What follows belongs to an exercise in optimizing a design on an open flow for a short achievable clock period and few clock cycles; a production flow would make more cautious choices.
Where RTL was checked, it was by simulation tests only, not by an equivalence proof against the original.
No activity file was given, so power comes from the tool's default toggle rates.

## alpha
Design MIPSProcessor, start of the top module:
module MIPSProcessor (
    input    wire               clk, rst,
    output   wire    [31:0]     imem_addr,
    input    wire    [31:0]     imem_rdata,
    output   wire    [31:0]     dmem_addr,
    output   wire    [31:0]     dmem_wdata,
    output   wire               dmem_we,
    input    wire    [31:0]     dmem_rdata
);
localparam MULW = 100;
localparam OP_R    = 6'b000000,
           OP_ADDI = 6'b001000,
           OP_LW   = 6'b100011,
           OP_SW   = 6'b101011,
           OP_BEQ  = 6'b000100,
           OP_J    = 6'b000010;
reg  [31:0] pcF;
reg         vD;
reg  [31:0] irD;
reg  [31:0] pc4D;
reg         wenE, ldE, eldE, mulE, swE, brE;
reg  [4:0]  dstE;
reg  [1:0]  aluE;                
reg  [31:0] opAE, opBE, sdE, tgtE;
reg         fAME, fBME, fSME, fSXE;
reg  [31:0] mAE, mBE;
reg         mfAME, mfBME;
reg         wenM, ldM, mulM, weM;
reg  [4:0]  dstM;
reg  [31:0] resM, sdM, addrM;
reg         wenW;
reg  [4:0]  dstW;
reg  [31:0] resW;
reg  [31:0] rf [0:31];
reg  [31:0] rfv;
wire        stallD, redirD, redirE;
wire [31:0] instF = imem_rdata;
wire        jF    = (instF[31:26] == OP_J);
wire [31:0] pc4F  = pcF + 32'd4;
wire [8:0]  btLo  = {1'b0, pc4F[9:2]} + {1'b0, instF[7:0]};
wire        bsF   = (instF[31:26] == OP_BEQ) & (instF[25:21] == instF[20:16]) &
                    (instF[15:8] == 8'd0) & ~btLo[8];
  ...
Size: roughly 1,600 flip-flops, roughly 88,000 sq um of cells after synthesis.
Settings: LEC_CHECK=0, ABC_CLOCK_PERIOD_IN_PS=3000, CAP_MARGIN=20, CELL_PAD_IN_SITES_DETAIL_PLACEMENT=1, CELL_PAD_IN_SITES_GLOBAL_PLACEMENT=1, CORE_MARGIN=2, CORE_UTILIZATION=50, CTS_BUF_LIST=sky130_fd_sc_hd__clkbuf_16, CTS_CLUSTER_DIAMETER=100, CTS_CLUSTER_SIZE=25, SETUP_SLACK_MARGIN=5, SLEW_MARGIN=20; clock period 12.0 ns.
standard.sh (not shown) runs the stock make flow with config.mk's settings and CLKGATE_MAP_FILE= SYNTH_SCRIPT=/design/flow/synth_recipe.tcl, a recipe that flattens the netlist after the stock synthesis.
==> flow/flow/run.sh <==
#!/bin/bash
# The standard layout, with timing repair aiming past the 12 ns clock:
# repair_timing treats any path with less than SETUP_SLACK_MARGIN of slack
# as failing, so it keeps sizing and buffering the longest paths.
set -euo pipefail
bash standard.sh SETUP_SLACK_MARGIN=8.3 finish > standard_flow.log 2>&1
alpha was carried through to the last stage, and its layout satisfied the timing, design-rule and antenna checks.
diff inputs: alpha => beta
diff --git a/flow/design.v b/flow/design.v
--- a/flow/design.v
+++ b/flow/design.v
@@ -977,15 +977,15 @@
 reg  [4:0]  dstM;
 reg  [31:0] resM, sdM, addrM;
 reg         wenW;
 reg  [4:0]  dstW;
 reg  [31:0] resW;
 reg  [31:0] rf [0:31];
 reg  [31:0] rfv;
-wire        stallD, redirD, redirE;
+wire        stallD, redirE;
 wire [31:0] instF = imem_rdata;
 wire        jF    = (instF[31:26] == OP_J);
 wire [31:0] pc4F  = pcF + 32'd4;
 wire [8:0]  btLo  = {1'b0, pc4F[9:2]} + {1'b0, instF[7:0]};
 wire        bsF   = (instF[31:26] == OP_BEQ) & (instF[25:21] == instF[20:16]) &
                     (instF[15:8] == 8'd0) & ~btLo[8];
 wire [31:0] btF   = {pc4F[31:10], btLo[7:0], pc4F[1:0]};
@@ -1003,26 +1003,27 @@
 wire isSw  = (opD == OP_SW);
 wire isBeq = (opD == OP_BEQ);
 wire [4:0] dstD  = isR ? rdD : rtD;
 wire       wenD  = vD & (isR | isAdi | isLw) & (dstD != 5'd0);
 wire       useRs = vD & (isR | isAdi | isLw | isSw | isBeq) & (rsD != 5'd0);
 wire       useRt = vD & (isR | isSw | isBeq) & (rtD != 5'd0);
 wire       useImm = isAdi | isLw | isSw;
-wire       beqSame = isBeq & (rsD == rtD);
 wire       mulD  = isR & (fnD == 6'b011100);
 wire [1:0] aluD  = (isR & (fnD == 6'b100010)) ? 2'd1 :
                    (isR & (fnD == 6'b101010)) ? 2'd2 : 2'd0;
 wire [31:0] tgtD = pc4D + {immD[29:0], 2'b00};
 wire memE = ldE | swE;
 wire eldD = isLw & (rsD == 5'd0) & ~memE;
+wire esD  = vD & isSw & (rsD == 5'd0) & ~memE &
+            ~(useRt & ((wenE & (rtD == dstE)) | (wenM & (rtD == dstM))));
+wire esGo = esD & ~redirE;
 wire hazE   = wenE & (ldE | mulE);
 wire rsHit  = useRs & (rsD == dstE);
 wire rtHit  = useRt & (rtD == dstE);
 assign stallD = hazE & (rsHit | (rtHit & ~isSw));
-assign redirD = vD & beqSame & ~redirE;
 wire aME = useRs & wenE & (rsD == dstE);
 wire aWE = useRs & wenM & (rsD == dstM) & ~aME;
 wire bME = useRt & wenE & (rtD == dstE);
 wire bWE = useRt & wenM & (rtD == dstM) & ~bME;
 wire [31:0] rfA = (wenW & (dstW == rsD)) ? resW : (rf[rsD] & {32{rfv[rsD]}});
 wire [31:0] rfB = (wenW & (dstW == rtD)) ? resW : (rf[rtD] & {32{rfv[rtD]}});
 wire [31:0] opA = aWE ? resMnext : rfA;
@@ -1048,25 +1049,23 @@
 assign dmem_we    = weM;
 assign resMnext = mulM ? mulP : ldM ? dmem_rdata : resM;
 always @(posedge clk) begin
     if (!rst) begin
         pcF <= 32'd0;
     end else if (redirE) begin
         pcF <= tgtE;
-    end else if (redirD) begin
-        pcF <= tgtD;
     end else if (!stallD) begin
         pcF <= jF  ? {4'b0000, instF[25:0], 2'b00} :
                bsF ? btF : pc4F;
     end
 end
 always @(posedge clk or negedge rst) begin
     if (!rst) begin
         vD <= 1'b0;
-    end else if (redirE | redirD) begin
+    end else if (redirE) begin
         vD <= 1'b0;
     end else if (!stallD) begin
         vD <= ~(jF | bsF);
     end
 end
 always @(posedge clk) begin
     if (!stallD) begin
@@ -1083,51 +1082,51 @@
         wenE <= 1'b0; ldE <= 1'b0; eldE <= 1'b0; mulE <= 1'b0;
         swE <= 1'b0; brE <= 1'b0;
     end else begin
         wenE <= wenD;
         ldE  <= isLw & ~eldD;
         eldE <= eldD;
         mulE <= mulD & wenD;
-        swE  <= isSw;
-        brE  <= isBeq & ~beqSame;
+        swE  <= isSw & ~esD;
+        brE  <= isBeq;
     end
 end
 always @(posedge clk) begin
     dstE <= dstD;
     aluE <= aluD;
     opAE <= opA;
-    opBE <= (bWE & ~useImm) ? resMnext : (useImm ? immD : rfB);
+    opBE <= useImm ? immD : opB;
     sdE  <= opB;
     tgtE <= tgtD;
     fAME <= aME;
     fBME <= bME & ~useImm;
     fSME <= bME;
     fSXE <= hazE & rtHit & isSw;
 end
 always @(posedge clk) begin
-    mAE   <= (aWE & mulD) ? resMnext : (rfA & {32{mulD}});
-    mBE   <= (bWE & mulD) ? resMnext : (rfB & {32{mulD}});
+    mAE   <= opA & {32{mulD}};
+    mBE   <= opB & {32{mulD}};
     mfAME <= aME & mulD;
     mfBME <= bME & mulD;
 end
 always @(posedge clk or negedge rst) begin
     if (!rst) begin
         wenM <= 1'b0; ldM <= 1'b0; mulM <= 1'b0; weM <= 1'b0;
     end else begin
         wenM <= wenE;
         ldM  <= ldE;
         mulM <= mulE;
-        weM  <= swE;
+        weM  <= swE | esGo;
     end
 end
 always @(posedge clk) begin
     dstM     <= dstE;
     resM     <= aluOut;
-    sdM      <= fSXE ? resMnext : SD;
-    addrM    <= (vD & eldD) ? immD : sumE;
+    sdM      <= esD ? rfB : fSXE ? resMnext : SD;
+    addrM    <= ((vD & eldD) | esD) ? immD : sumE;
     mulRowsM <= mulRowsE;
 end
 always @(posedge clk or negedge rst) begin
     if (!rst) begin
         wenW <= 1'b0;
     end else begin
         wenW <= wenM;
[summary]
- On sequential fraction of the synthesis area: between beta and alpha, it ends up higher for alpha.
- In the tables for beta and alpha, clock network fraction of total power reads higher with alpha.
- Between beta and alpha, it is beta whose met1 global-route usage is lower, by 5.6 points.
- Changes observed in beta relative to alpha: fraction of standard cell area that is sequential climbed 0.48 points, source-to-sink clock delay at the later pin of the worst-skew pair essentially unchanged, final design area excluding fillers now smaller, final cell count grew by 45.
Testbench counts of beta, summed over its fixed seeds: cycles 37,178.
Function not checked in alpha: the RTL went through the layout flow alone.

[what the ideal ports hide]
How much do the figures lean on ideal ports? The routed layouts below were timed once more, with nothing changed but the port constraints.
Step 1, drivers: a clkbuf_16 drives clk and a buf_2 each remaining input, both assumed.
Step 2 adds t to the input delays and takes it off the output delays; t is the mean of the earliest and latest rising clock arrival at the registers after step 1. Input paths then give back, and output paths get back, about the clock's delay inside the block.
Three values: no drivers, after step 1, after step 2; two values: the first two.
| run | shift t [ns] | slack for setup (ns) | clock arrival spread, ns | worst data-port slew with drivers (ns) | pins driven straight from the clock port |
|---|---|---|---|---|---|
| alpha | 0.861 | 7.823 / 7.823 / 7.093 | 0.062 / 0.062 | 0.09 | 1 |
| beta | 0.863 | 7.981 / 8.045 / 7.182 | 0.048 / 0.047 | 0.10 | 1 |
After both steps every run listed still meets setup and hold. The setup slack of beta, which loses most, moves by +0.064 ns with the drivers and by -0.799 ns with both steps.
